This is an optimization exercise on Yosys and OpenROAD, whose aim is small area and a short achievable clock period, not a production implementation. Only simulation tests tie the RTL to the original design; equivalence was not proved. Power and IR drop assume default switching activity.

===== flow/config.mk =====
export PLATFORM = sky130hd
export DESIGN_NAME = Nto1_sync_fifo
export DESIGN_NICKNAME = Nto1_sync_fifo
export VERILOG_FILES = /design/flow/design.v
export SDC_FILE = /design/flow/constraint.sdc
export NUM_CORES = 4
export LEC_CHECK = 0
export CAP_MARGIN = 35
export CORE_MARGIN = 2
export CORE_UTILIZATION = 60
export CTS_CLUSTER_DIAMETER = 80
export CTS_CLUSTER_SIZE = 24
export PLACE_DENSITY = 0.68
export SETUP_SLACK_MARGIN = 3.5
export SLEW_MARGIN = 30

===== flow/constraint.sdc =====
create_clock -name core_clock -period 6.0 [get_ports {clk_i}]
set_input_delay 1.2000 -clock core_clock [delete_from_list [all_inputs] [get_ports {clk_i}]]
set_output_delay 1.2000 -clock core_clock [all_outputs]
set_load 0.01 [all_outputs]

===== flow/design.v =====
module Nto1_sync_fifo #(N = 4, DATA_WIDTH = 32, DEPTH = 16)
         (input logic clk_i,
          input logic rst_n_i,
          input logic [N*DATA_WIDTH-1:0] data_i,  
          input logic [N-1:0] wr_en_i,            
          input logic rd_en_i,
          output logic                   fifo_full_o,
          output logic                   fifo_empty_o,
          output logic [DATA_WIDTH-1:0]  data_o
         );
localparam RD  = DEPTH-1;         
localparam OD  = DEPTH/2;         
localparam BD  = OD-1;            
localparam OCW = $clog2(OD+1);
localparam ECW = $clog2(DEPTH+1);
logic [DATA_WIDTH-1:0] r_data [0:RD-1][0:N-1];
logic [N-1:0]          r_mask [0:RD-1];
logic [RD-1:0]         r_wp, r_rp;      
logic [DATA_WIDTH-1:0] h_data [0:N-1];
logic [N-1:0]          h_rem;
logic [ECW-1:0] e_cnt;
logic           e_nfull, e_nempty, e_one;
logic           e_full;                 
logic           o_nfull, o_nempty, o_one;
logic           o_empty;                
wire any_wr = |wr_en_i;
wire e_wr   = any_wr & e_nfull;
wire xfer   = e_nempty & o_nfull;
wire [N-1:0] lane = h_rem & ~(h_rem - 1'b1);    
wire         last = ((h_rem & ~lane) == '0);
wire         pop  = xfer & last;
wire h_from_in   = ~e_nempty | (pop & e_one);
wire h_from_ring = pop & ~e_one;
wire r_push      = e_wr & ~h_from_in;
logic [DATA_WIDTH-1:0] r_word [0:N-1];
logic [N-1:0]          r_hmask;
always_comb begin
  for (int j = 0; j < N; j++) begin
    r_word[j] = '0;
    for (int k = 0; k < RD; k++)
      if (r_rp[k]) r_word[j] = r_word[j] | r_data[k][j];
  end
  r_hmask = '0;
  for (int k = 0; k < RD; k++)
    if (r_rp[k]) r_hmask = r_hmask | r_mask[k];
end
always_ff @(posedge clk_i) begin
  for (int k = 0; k < RD; k++) begin
    for (int j = 0; j < N; j++)
      if (r_push && wr_en_i[j] && r_wp[k])
        r_data[k][j] <= data_i[j*DATA_WIDTH +: DATA_WIDTH];
    if (r_push && r_wp[k])
      r_mask[k] <= wr_en_i;
  end
  for (int j = 0; j < N; j++)
    if (h_from_ring)                 h_data[j] <= r_word[j];
    else if (h_from_in && e_wr)      h_data[j] <= data_i[j*DATA_WIDTH +: DATA_WIDTH];
  if (h_from_ring)    h_rem <= r_hmask;
  else if (h_from_in) h_rem <= wr_en_i;
  else if (xfer)      h_rem <= h_rem & ~lane;
end
always_ff @(posedge clk_i, negedge rst_n_i) begin
  if (!rst_n_i) begin
    r_wp     <= RD'(1);
    r_rp     <= RD'(1);
    e_cnt    <= '0;
    e_nfull  <= 1'b1;
    e_full   <= 1'b0;
    e_nempty <= 1'b0;
    e_one    <= 1'b0;
  end else begin
    if (r_push)      r_wp <= {r_wp[RD-2:0], r_wp[RD-1]};
    if (h_from_ring) r_rp <= {r_rp[RD-2:0], r_rp[RD-1]};
    if (e_wr && !pop) begin
      e_cnt    <= e_cnt + 1'b1;
      e_nempty <= 1'b1;
      e_one    <= ~e_nempty;
      e_nfull  <= (e_cnt != ECW'(DEPTH-1));
      e_full   <= (e_cnt == ECW'(DEPTH-1));
    end else if (!e_wr && pop) begin
      e_cnt    <= e_cnt - 1'b1;
      e_nfull  <= 1'b1;
      e_full   <= 1'b0;
      e_one    <= (e_cnt == ECW'(2));
      e_nempty <= ~e_one;
    end
  end
end
logic [DATA_WIDTH-1:0] xword;
always_comb begin
  xword = '0;
  for (int j = 0; j < N; j++)
    if (lane[j]) xword = xword | h_data[j];
end
logic [DATA_WIDTH-1:0] o_head;
logic [DATA_WIDTH-1:0] o_buf [0:BD-1];
logic [BD-1:0]         b_wp, b_rp;      
logic [OCW-1:0]        o_cnt;
wire o_rd     = rd_en_i & o_nempty;
wire h_from_x = xfer & (~o_nempty | (o_rd & o_one));
wire h_from_b = o_rd & ~o_one;
wire b_push   = xfer & o_nempty & ~(o_rd & o_one);
logic [DATA_WIDTH-1:0] b_word;
always_comb begin
  b_word = '0;
  for (int k = 0; k < BD; k++)
    if (b_rp[k]) b_word = b_word | o_buf[k];
end
always_ff @(posedge clk_i, negedge rst_n_i) begin
  if (!rst_n_i)      o_head <= '0;
  else if (h_from_x) o_head <= xword;
  else if (h_from_b) o_head <= b_word;
end
always_ff @(posedge clk_i) begin
  for (int k = 0; k < BD; k++)
    if (b_push && b_wp[k]) o_buf[k] <= xword;
end
always_ff @(posedge clk_i, negedge rst_n_i) begin
  if (!rst_n_i) begin
    b_wp     <= BD'(1);
    b_rp     <= BD'(1);
    o_cnt    <= '0;
    o_nempty <= 1'b0;
    o_empty  <= 1'b1;
    o_one    <= 1'b0;
    o_nfull  <= 1'b1;
  end else begin
    if (b_push)   b_wp <= {b_wp[BD-2:0], b_wp[BD-1]};
    if (h_from_b) b_rp <= {b_rp[BD-2:0], b_rp[BD-1]};
    if (xfer && !o_rd) begin
      o_cnt    <= o_cnt + 1'b1;
      o_nempty <= 1'b1;
      o_empty  <= 1'b0;
      o_one    <= ~o_nempty;
      o_nfull  <= (o_cnt != OCW'(OD-1));
    end else if (!xfer && o_rd) begin
      o_cnt    <= o_cnt - 1'b1;
      o_nfull  <= 1'b1;
      o_one    <= (o_cnt == OCW'(2));
      o_nempty <= ~o_one;
      o_empty  <= o_one;
    end
  end
end
assign fifo_full_o  = e_full;
assign fifo_empty_o = o_empty;
assign data_o       = o_head;
endmodule

===== flow/run.sh =====
#!/bin/bash
# synth_recipe.tcl (not shown) runs the flow's synth.tcl, then flattens the netlist and writes it again
# the make line also repeats each setting of config.mk as NAME=value (left out here)
make -C /OpenROAD-flow-scripts/flow DESIGN_CONFIG=/design/flow/config.mk WORK_HOME=/design/flow/orfs CLKGATE_MAP_FILE= SYNTH_SCRIPT=/design/flow/synth_recipe.tcl finish

==> results of run 1 <==
==> power groups by stage <==
stage,clock network [W],registers (W),logic (W)
global route,0.00929,0.0203,0.00677
floorplan,0,0.0205,0.00253
finish,0.00869,0.0202,0.00659
detailed placement,0,0.0206,0.00505
CTS,0.00874,0.0202,0.00576
global placement,0,0.0206,0.00487
==> stage by stage <==
step	worst slack, ps	power (W)	std cells	utilization
floorplan	2240	0.0230	4878	-
global placement	1480	0.0255	6767	0.635
detailed placement	1470	0.0257	6783	0.637
CTS	3330	0.0347	7135	0.672
global route	3330	0.0363	7199	0.678
finish	3380	0.0355	7202	0.678
==> worst max-delay path: cells and delay by family, from the launching register on <==
kind	cells	cell delay [ps]
DFF	1	460
buffers and inverters	4	890
AOI/OAI and AO/OA	3	1130
==> area by class of cell <==
class	count	area, um2	area share
diodes	10	25.0	0.000253
clock buffers	170	3130	0.0316
clock inverters	14	128	0.00129
inverters	9	48.8	0.000494
multi-input cells	2120	15000	0.152
flip-flops and latches	2429	72600	0.734
well taps	1917	2400	0.0243
repair buffers	533	5560	0.0563
==> synthesized netlist by cell type, drive strengths merged, types with 2 or more instances <==
master	instances
edfxtp	2336
a22oi	888
nand2	349
clkbuf	222
a222oi	164
nand3	137
o21ai	135
nand4	132
buf	105
dfrtp	86
nor2	65
mux2	39
o211ai	34
a31oi	33
a221o	32
and2	16
nor3	14
a21o	12
a21oi	11
and3	9
inv	9
dfstp	7
ha	7
o31ai	4
xnor2	4
a211oi	3
a21boi	3
nor4	3
a2111oi	2
a211o	2
fa	2
mux2i	2
nor2b	2
==> cells in the final DEF, fill, tap and decap left out, types with 34 or more instances in the layout <==
cell | netlist | routed
a22oi_1 | 888 | 886
nand2_1 | 349 | 343
clkbuf_1 | 221 | 52
buf_6 | 3 | 37
a222oi_1 | 164 | 164
clkbuf_16 | 0 | 121
buf_4 | 4 | 250
buf_12 | 0 | 53
nand4_1 | 132 | 132
nand3_1 | 137 | 132
o21ai_0 | 119 | 118
edfxtp_1 | 2336 | 2336
dfrtp_1 | 86 | 66
o211ai_1 | 34 | 34
clkdlybuf4s50_1 | 0 | 128
nor2_4 | 0 | 69
==> logic make-up after synthesis <==
group	after synthesis
buffers and inverters	336
adder cells (fa/ha/maj)	9
XOR/XNOR	5
flip-flops	2429
multiplexers	41
AND/OR/NAND/NOR	732
AO/OA/AOI/OAI	1326
==> state kept, by name, summed over array words and instances, names as in the netlist <==
register	cells
o_one	1
h_rem	4
h_data	128
e_cnt	5
o_cnt	4
r_rp	15
e_one	1
o_nfull	1
r_data	1920
o_buf	224
b_rp	7
o_nempty	1
o_head	32
r_mask	60
e_full	1
e_nfull	1
e_nempty	1
o_empty	1
r_wp	15
b_wp	7
==> metal layers <==
layer | vias up | GRT usage | wire (um)
met5 | - | 0 | 165
met4 | 26 | 0.124 | 10300
met3 | 511 | 0.0707 | 32600
met2 | 3869 | 0.510 | 119000
met1 | 26400 | 0.480 | 95100
li1 | 20800 | - | -
==> worst max path at each step <==
stage | startpoint | end | slack (ps) | depth (start not counted)
detailed placement | wr_en_i[0] | r_data[20][9] | 1470 | 4
global placement | wr_en_i[0] | r_data[24][13] | 1480 | 4
finish | h_rem[1] | o_head[31] | 3380 | 7
CTS | o_empty | fifo_empty_o | 3330 | 1
global route | o_empty | fifo_empty_o | 3330 | 1
floorplan | wr_en_i[0] | h_data[0][0] | 2240 | 4
==> what timing repair did <==
action	in CTS	in global routing
gates cloned	11	5
resized for setup	241	48
buffers inserted	157	50
setup endpoints to repair	2714	1116
pin swaps	77	19
hold buffers	0	0
==> flow_summary_export.csv, run 1 <==
group,metric,value,unit
floorplanning,fp.dieW,387,um
route,viasPerCell,7.17,
timing,setup_violations,0,
clock_network,clkSlewWorstSetupHoldPaths,90,ps
yosys,syn_inst,4878,
critical_path,r2r_cells,7,
yosys,synthAdderAreaFrac,0.00145,
global_routing,grt-ovfl-total,0,
critical_path,critical_path_arrival,3270,ps
critical_path,crit_path_end_kind,"flip-flop",
timing,tightest_slew,941,ps
power,p_int,0.0256,W
route,drt_iter0_drc,8830,
floorplanning,core_area,146000,um2
yosys,synth_xor_area_frac,0.000497,
final_layout,drive_gt1_frac,0.136,
power,pwr-share-seq,0.570,
place,placed_area,92800,um2
floorplanning,start_util,0.604,
clock_network,clockRootBuffer,"clkbuf_16",
timing,holdWs,480,ps
critical_path,crit_chain,"buf_4 -> buf_4 -> bufbuf_16 -> a22oi_1 -> o211ai_1 -> buf_4 -> a221o_1",
timing,fin_skew,33.6,ps
floorplanning,dieArea,150000,um2
worst_hold_path,hold_start,"b_wp[3]",
power,peakVddDrop,0.000481,V
place,port_buffers,168,
timing,drv_slew,0,
yosys,yosysTopAreaCellShare,0.797,
worst_hold_path,holdPathStages,1,
clock_network,cts_tree,"done",
yosys,synthesis.area,88000,um2
clock_network,numClockSinks,2429,
timing,setup_tns,0,ps
route,drt_wl_total,257000,um
place,dp_hpwl,138000,um
critical_path,r2r_start,"h_rem[1]",
power,pwr-share-clk,0.245,
global_routing,grt_max_degree,124,
critical_path,crit_slowest_cell,"a22oi_1",
floorplanning,row_count,140,
place,place_congestion,0.874,
yosys,yosysSeqAreaShare,0.823,
final_layout,area_delta_synth_final,12.3,%
power,p_comb_frac,0.186,
timing,fmax,0.382,GHz
route,wl_per_cell,35.7,um
clock_network,htree_levels,3,
timing,fin_crit,2620,ps
flow_run,maxCapViolations,0,
global_routing,grt_util_all_layers,0.333,
critical_path,regToRegSetupSlack,3380,ps
final_layout,design_area,98900,um2
critical_path,cp-start-kind,"flip-flop",
yosys,yosys_warnings,6,
final_layout,nets,5350,
critical_path,reg2reg_to,"o_head[31]",
yosys,syn_nets,5022,
yosys,synth_ff_type,"edfxtp_1",
critical_path,critPathKind,"flip-flop to flip-flop",
critical_path,timing.critical_path.mode_cell,"buf_4",
route,postRouteAntennaNets,0,
yosys,syn_avg_cell_area,18.0,um2
timing,finalCritPeriodShare,0.437,
clock_network,clk_path_buf_depth,3,
route,vias,51700,
yosys,yosys.area.top_type,"edfxtp_1",
run_status,outcome,"complete, no violations",
timing,final-hold-violation-count,0,
yosys,synth_area_leaders,"edfxtp_1, a22oi_1, dfrtp_1",
power,leakage,31.5,nW
clock_network,numCtsBuffers,113,
yosys,synthMuxAreaShare,0.00586,
route,first_pass_iters,8,
yosys,synth_cell_type_count,56,
clock_network,clock_latency,780,ps
worst_hold_path,hold_path_class,"flip-flop to flip-flop",
power,switching_power,0.00991,W
critical_path,crit_path_max_incr_delay,540,ps
global_routing,grt_pass1_vias,49000,
power,switching_share,0.279,
global_routing,grt_pass1_wl,358000,um
critical_path,crit_fanout,20,
yosys,synth_seq_cells,2429,
global_routing,antenna_found_initial,27,
yosys,synth-simple-area-share,0.0386,
worst_hold_path,hold-path-endpoint,"b_wp[3]",
timing,relSlewSlack,0.371,
yosys,synth_edf_count,2336,
yosys,synth_compound_area_frac,0.115,
timing,rsz0062_at_grt,"true",
yosys,synthArstFlopShare,0.0383,
yosys,synth_top_family_by_area,"compound AO/OA/AOI/OAI gates",
floorplanning,die_h,387,um
critical_path,cp.required,6650,ps
route,drc_errors,0,
floorplanning,io-pin-count,169,
power,power_density,359,nW/um2
final_layout,fill_cells,9464,
==> run 2: changes to the inputs <==
--- a/flow/config.mk
+++ b/flow/config.mk
@@ -13,3 +13,3 @@
 export PLACE_DENSITY = 0.68
-export SETUP_SLACK_MARGIN = 3.5
+export SETUP_SLACK_MARGIN = 3.2
 export SLEW_MARGIN = 30
==> run 2 against run 1 <==
- register-to-register slack got worse by 270 ps
- critical path depth rose by 4
- clock-buffer cell count decreased by 19
- global-route usage down 0.80 points
- first-iteration DRC count is 3.0% lower
- non-clock buffer count decreased by 93
- synthesized cell count is the same
- combinational power fell by 17%
==> flow_summary_export.csv, run 2 <==
group,metric,value,unit
run_status,outcome,"complete, no violations",
yosys,syn_nets,5022,
power,power,0.0344,W
place,place_ws,1570,ps
global_routing,busiest_layer,"met2",
timing,setup_violations,0,
timing,setup_slack,3110,ps
power,power_density,352,nW/um2
timing,finalCritPeriodShare,0.482,
global_routing,met1_usage,0.463,
floorplanning,die_h,387,um
timing,relSlewSlack,0.312,
yosys,synthArstFlopShare,0.0383,
timing,tightest_slew,1030,ps
route,wl_per_cell,34.7,um
clock_network,clkSlewWorstSetupHoldPaths,100,ps
timing,drv_slew,0,
timing,fmax,0.346,GHz
yosys,yosys_warnings,6,
clock_network,htree_levels,3,
route,postRouteAntennaNets,0,
clock_network,clk_path_buf_depth,3,
yosys,synthesis.area,88000,um2
floorplanning,start_util,0.604,
floorplanning,fp.dieW,387,um
critical_path,cp-start-kind,"primary input",
final_layout,utilization,0.671,
floorplanning,dieArea,150000,um2
timing,final-hold-violation-count,0,
final_layout,regMostFlops,"r_data",
route,drc_errors,0,
final_layout,drive_gt1_frac,0.115,
yosys,yosysSeqAreaShare,0.823,
global_routing,use_met2,0.510,
final_layout,final_common_cell,"edfxtp_1",
critical_path,cp.required,6670,ps
clock_network,numClockSinks,2429,
yosys,yosys.area.top_type,"edfxtp_1",
place,dp_cells,6766,
route,first_pass_iters,9,
clock_network,clockRootBuffer,"clkbuf_16",
global_routing,grt_util_all_layers,0.325,
route,viasPerCell,7.13,
clock_network,numCtsBuffers,112,
final_layout,stdcell_count,7098,
global_routing,grt_pass1_vias,48800,
clock_network,cts_tree,"done",
flow_run,maxCapViolations,0,
place,place_congestion,0.875,
critical_path,critical_path_arrival,3570,ps
yosys,synth_seq_cells,2429,
yosys,syn_avg_cell_area,18.0,um2
final_layout,nets,5269,
global_routing,use_met3,0.0691,
global_routing,grt_pass1_wl,350000,um
global_routing,grt_max_degree,135,
final_layout,reg_top3,"r_data: 1920 flops, o_buf: 224 flops, h_data: 128 flops",
yosys,synth_area_leaders,"edfxtp_1, a22oi_1, dfrtp_1",
final_layout,area_delta_synth_final,11.1,%
timing,rsz0062_at_grt,"true",
critical_path,critPathKind,"primary input to flip-flop",
yosys,synth_edf_count,2336,
final_layout,fill_cells,9550,
critical_path,crit_fanout,18,
power,peakVddDrop,0.000539,V
yosys,synth_common_cells,"edfxtp_1, a22oi_1, nand2_1, clkbuf_1, a222oi_1",
timing,setup_tns,0,ps
clock_network,clock_latency,790,ps
yosys,yosysTopAreaCellShare,0.797,
final_layout,largest_reg_flops,1920,
place,dp_hpwl,135000,um
route,vias,50600,
place,port_buffers,168,
floorplanning,io-pin-count,169,
global_routing,grt-ovfl-total,0,
yosys,syn_inst,4878,
yosys,synth_ff_type,"edfxtp_1",
global_routing,antenna_found_initial,8,
floorplanning,row_count,140,
worst_hold_path,hold_path_class,"primary input to asynchronous set/reset pin",
route,drt_iter0_drc,8565,
timing,fin_crit,2890,ps
critical_path,crit_path_end_kind,"flip-flop",
yosys,yosysMostFrequentCell,"edfxtp_1",
yosys,synth_cell_type_count,56,
timing,fin_skew,43.6,ps
power,leakage,31.0,nW
final_layout,layout_common_cells,"edfxtp_1, a22oi_1, nand2_1",
floorplanning,core_area,146000,um2
route,drt_wl_total,247000,um
[run 2: cell counts after synthesis]
Identical to the previous run, type by type.
[run 2: per-stage QoR]
step / area [um2] / hold WS, ps
6_report: 97800 / 479
5_1_grt: 97800 / 496
4_1_cts: 97100 / 480
3_5_place_dp: 92800 / 459
3_3_place_gp: 92300 / 450
2_1_floorplan: 88300 / 441
[run 2: area by class of cell]
type / count / area [um2] / area share
inverter: 9 / 37.5 / 0.000384
timing repair buffer: 440 / 4580 / 0.0469
multi-input combinational: 2133 / 15000 / 0.154
tap: 1917 / 2400 / 0.0245
antenna: 7 / 17.5 / 0.000179
sequential: 2429 / 72500 / 0.742
clock inverter: 12 / 129 / 0.00132
clock buffer: 151 / 3040 / 0.0311
[run 2: path summary, 6_finish.rpt]
kind                       startpoint        to  slack (ps)  cells after the start
max                        wr_en_i[2]  e_cnt[4]        3110                     11
min                           rst_n_i  o_cnt[0]         480                      1
max reg2reg                  h_rem[1]  e_cnt[4]        3110                     11
min reg2reg                   b_wp[2]   b_wp[2]         480                      1
max in group asynchronous     rst_n_i   r_rp[8]        4290                      2
min in group core_clock       b_wp[2]   b_wp[2]         480                      1
[run 2: where the power goes]
part	internal [W]	switching, W
clock	0.00364	0.00495
combinational	0.00151	0.00393
sequential	0.0199	0.000498
[run 2: cell families after synthesis]
logic type      after synthesis  share of synthesized area
xor+xnor                      5                   0.000497
buf+inv                     336                     0.0157
mux                          41                    0.00586
flops                      2429                      0.823
fa+ha+maj                     9                    0.00145
compound gates             1326                      0.115
simple gates                732                     0.0386
[run 2: metal layers]
layer  vias to the layer above  part of all wire
li1                      20700                 -
met2                      3645              0.47
met5                         -           0.00024
met3                       419              0.12
met1                     25900              0.37
met4                         8             0.032
[run 2: worst max-delay path, stage by stage]
cell and delay (ps):
clkdlybuf4s50_1 520, buf_12 180, nor4_4 70, nor2_4 140, ha_4 210, inv_2 90, fa_1 410, a21o_1 250
a21oi_2 170, mux2i_1 230, o31ai_1 90
[run 2: what timing repair did]
| item | CTS | global route |
|---|---|---|
| hold buffers | 0 | 0 |
| setup buffers | 81 | 47 |
| pin swaps | 53 | 28 |
| gates cloned | 20 | 0 |
| gates resized for setup | 90 | 19 |
| endpoints found under the setup margin | 1792 | 533 |

## separate check: timing with driven ports
No port has a modelled driver above. Below, the same layouts with a new extraction and two added sets of constraints.
Step 1: set_driving_cell puts a clkbuf_16 on clk_i and a buf_2 on each other input, an assumption about the parent block.
Step 2 also shifts input and output timing later by t, the mid clock arrival at the registers, as if the neighbouring blocks saw the same clock.
a / b / c = ideal / step 1 / step 2; a / b = the first two.
run | t (ns) | slack for setup (ns) | worst setup path after step 2 | pins driven straight from the clock port
run 1 | 0.849 | 3.379 / 3.304 / 2.724 | input to register | 1
run 2 | 0.853 | 3.108 / 3.071 / 2.218 | input to register | 1
After both steps setup and hold are still met in every run listed. For run 2, which loses most, drivers alone change the setup slack by -0.037 ns; drivers and shift together by -0.890 ns.
